Background: an optimization exercise with open tools, aiming at small area, a short achievable clock period and few clock cycles per item. Do not read the settings as production practice.
Function was checked by simulation only, so behaviour that the tests miss may differ from the original.
No driver is modelled on the clock port, so clocking that relies on it looks cheaper here than on a real chip.

==> flow/design.v (excerpt) <==
module skinny_top (
    input               clock,
    input               reset,
    input               start,
    input [7:0]         input_plaintext,
    input [23:0]        input_tweakey,
    output              ready,
    output              done,
    output [127:0]      ciphertext
);
For scale: roughly 1900 cells after synthesis, about 530 flip-flops, roughly 170 I/O pins, roughly 21000 um2 of cells after synthesis.
Settings: LEC_CHECK=0, CAP_MARGIN=20, CORE_MARGIN=2, CORE_UTILIZATION=60, CTS_CLUSTER_DIAMETER=120, CTS_CLUSTER_SIZE=24, SLEW_MARGIN=20; clock period 10.0 ns.
standard.sh (not shown) runs the stock make flow with config.mk's settings and CLKGATE_MAP_FILE= SYNTH_SCRIPT=/design/flow/synth_recipe.tcl, a recipe that flattens the netlist after the stock synthesis.
==> flow/flow/run.sh <==
#!/bin/bash
# Standard ORFS layout (the standard.sh), with the resizer asked to aim for
# a setup slack margin of 6.95 ns, so it works the critical paths harder.
set -euo pipefail
bash standard.sh SETUP_SLACK_MARGIN=6.95 POST_CTS_TCL=$PWD/flow/rm_root.tcl 'BUFFER_PORTS_ARGS=-buffer_cell sky130_fd_sc_hd__buf_2' finish > standard_flow.log 2>&1
==> flow/flow/rm_root.tcl <==
# After CTS: take out the root clock buffer, so the clock port drives the
# first level of the clock tree (2 buffers) directly. Every register's clock
# passes the same number of buffers as before.
set block [ord::get_db_block]
set root [$block findInst clkbuf_0_clock]
if { $root != "NULL" } {
  set in_net [[$root findITerm A] getNet]
  set out_net [[$root findITerm X] getNet]
  set loads {}
  foreach it [$out_net getITerms] {
    if { [$it getInst] != $root } { lappend loads $it }
  }
  if { [llength $loads] <= 4 } {
    foreach it $loads {
      $it disconnect
      $it connect $in_net
    }
    odb::dbInst_destroy $root
    odb::dbNet_destroy $out_net
    puts "rm_root: clock port now drives [llength $loads] clock buffers directly"
  } else {
    puts "rm_root: root buffer drives [llength $loads] cells, left in place"
  }
}
The first run ran to the end with no violations.
Testbench counts at the start, summed over its fixed seeds: cycles 27,656, items 384.
Edit:
==> flow/flow/run.sh (replaced) <==
#!/bin/bash
# Standard ORFS layout (the standard.sh), with the resizer asked to aim for
# a setup slack margin of 6.9 ns, so it works the critical paths harder.
set -euo pipefail
bash standard.sh SETUP_SLACK_MARGIN=6.9  finish > standard_flow.log 2>&1
Settings changed: CORE_UTILIZATION 60 to 55.
removed: flow/flow/rm_root.tcl
Count of clock-buffer cells in the layout rose by 1.
Final cell count rose by 2.4%.
Design area fell by 1.4%.
Non-clock buffer count rose by 5.
Synthesized area is unchanged.
Worst hold slack degrades by 14 ps.
First-iteration DRC count fell by 3.8%.
Wire length rose by 1.9%.
Edit:
--- a/flow/flow/run.sh
+++ b/flow/flow/run.sh
@@ -4,2 +4,2 @@
 set -euo pipefail
-bash standard.sh SETUP_SLACK_MARGIN=6.9  finish > standard_flow.log 2>&1
+bash standard.sh SETUP_SLACK_MARGIN=6.9 POST_CTS_TCL=$PWD/flow/rm_root.tcl finish > standard_flow.log 2>&1
==> flow/flow/rm_root.tcl (new file) <==
# After CTS: take out the root clock buffer, so the clock port drives the
# first level of the clock tree (2 buffers) directly. Every register's clock
# passes the same number of buffers as before.
set block [ord::get_db_block]
set root [$block findInst clkbuf_0_clock]
if { $root != "NULL" } {
  set in_net [[$root findITerm A] getNet]
  set out_net [[$root findITerm X] getNet]
  set loads {}
  foreach it [$out_net getITerms] {
    if { [$it getInst] != $root } { lappend loads $it }
  }
  if { [llength $loads] <= 4 } {
    foreach it $loads {
      $it disconnect
      $it connect $in_net
    }
    odb::dbInst_destroy $root
    odb::dbNet_destroy $out_net
    puts "rm_root: clock port now drives [llength $loads] clock buffers directly"
  } else {
    puts "rm_root: root buffer drives [llength $loads] cells, left in place"
  }
}
Via count decreases by 0.51%.
Area after synthesis does not change.
Critical path depth rises by 8.
Edit:
==> flow/flow/run.sh (replaced) <==
#!/bin/bash
# Standard ORFS layout (the standard.sh), with the resizer asked to aim for
# a setup slack margin of 7 ns, so it works the critical paths harder.
set -euo pipefail
bash standard.sh SETUP_SLACK_MARGIN=7 finish > standard_flow.log 2>&1
Settings changed: CORE_UTILIZATION 55 to 70, CTS_CLUSTER_DIAMETER 120 to 100.
removed: flow/flow/rm_root.tcl
Outcome: Synthesized cell count is unchanged; wire length is lower by 0.84%; setup slack degrades by 68 ps; count of clock-buffer cells in the layout is higher by 1; synthesized area does not change; cell area is higher by 2.9%.
Edit:
--- a/flow/flow/run.sh
+++ b/flow/flow/run.sh
@@ -4,2 +4,2 @@
 set -euo pipefail
-bash standard.sh SETUP_SLACK_MARGIN=7 finish > standard_flow.log 2>&1
+bash standard.sh SETUP_SLACK_MARGIN=7 'CTS_ARGS=-sink_clustering_enable -repair_clock_nets -sink_clustering_size 24 -sink_clustering_max_diameter 120 -sink_clustering_levels 1' finish > standard_flow.log 2>&1
Settings changed: CORE_UTILIZATION 70 to 55, CTS_CLUSTER_DIAMETER 100 to default, CTS_CLUSTER_SIZE 24 to default.
- The changed run went through all stages and came out clean
- maximum frequency stays flat
- worst setup slack improves by 4.1 ps

-- separate check: timing with driven ports --
The results above use ideal ports. As a check the final layouts listed here were re-extracted and re-timed, cells and wires unchanged.
Step 1 sets driving cells, clkbuf_16 on the clock port and buf_2 on the other inputs (assumed; they add their load-dependent delay and slew).
Step 2 moves the port delays by t, midway between the first and last clock arrival at a register: inputs arrive t later, outputs are due t later. That takes back most of the time a late clock gives input paths.
Three values: ideal, step 1, step 2; two values: the first two.
run | t (ns) | setup slack, ns | worst hold slack (ns) | clock arrival spread, ns | pins driven straight from the clock port
the first run | 0.516 | 7.017 / 6.949 / 7.029 | 0.466 / 0.466 / 0.466 | 0.015 / 0.015 | 2
the second run | 0.629 | 6.888 / 6.831 / 6.978 | 0.453 / 0.453 / 0.453 | 0.025 / 0.025 | 1
the third run | 0.510 | 6.961 / 6.895 / 6.961 | 0.455 / 0.455 / 0.455 | 0.022 / 0.023 | 2
the fourth run | 0.636 | 6.893 / 6.839 / 6.974 | 0.464 / 0.464 / 0.464 | 0.020 / 0.020 | 1
the fifth run | 0.628 | 6.897 / 6.840 / 7.063 | 0.452 / 0.452 / 0.452 | 0.026 / 0.026 | 1
After both steps every run listed still meets setup and hold.
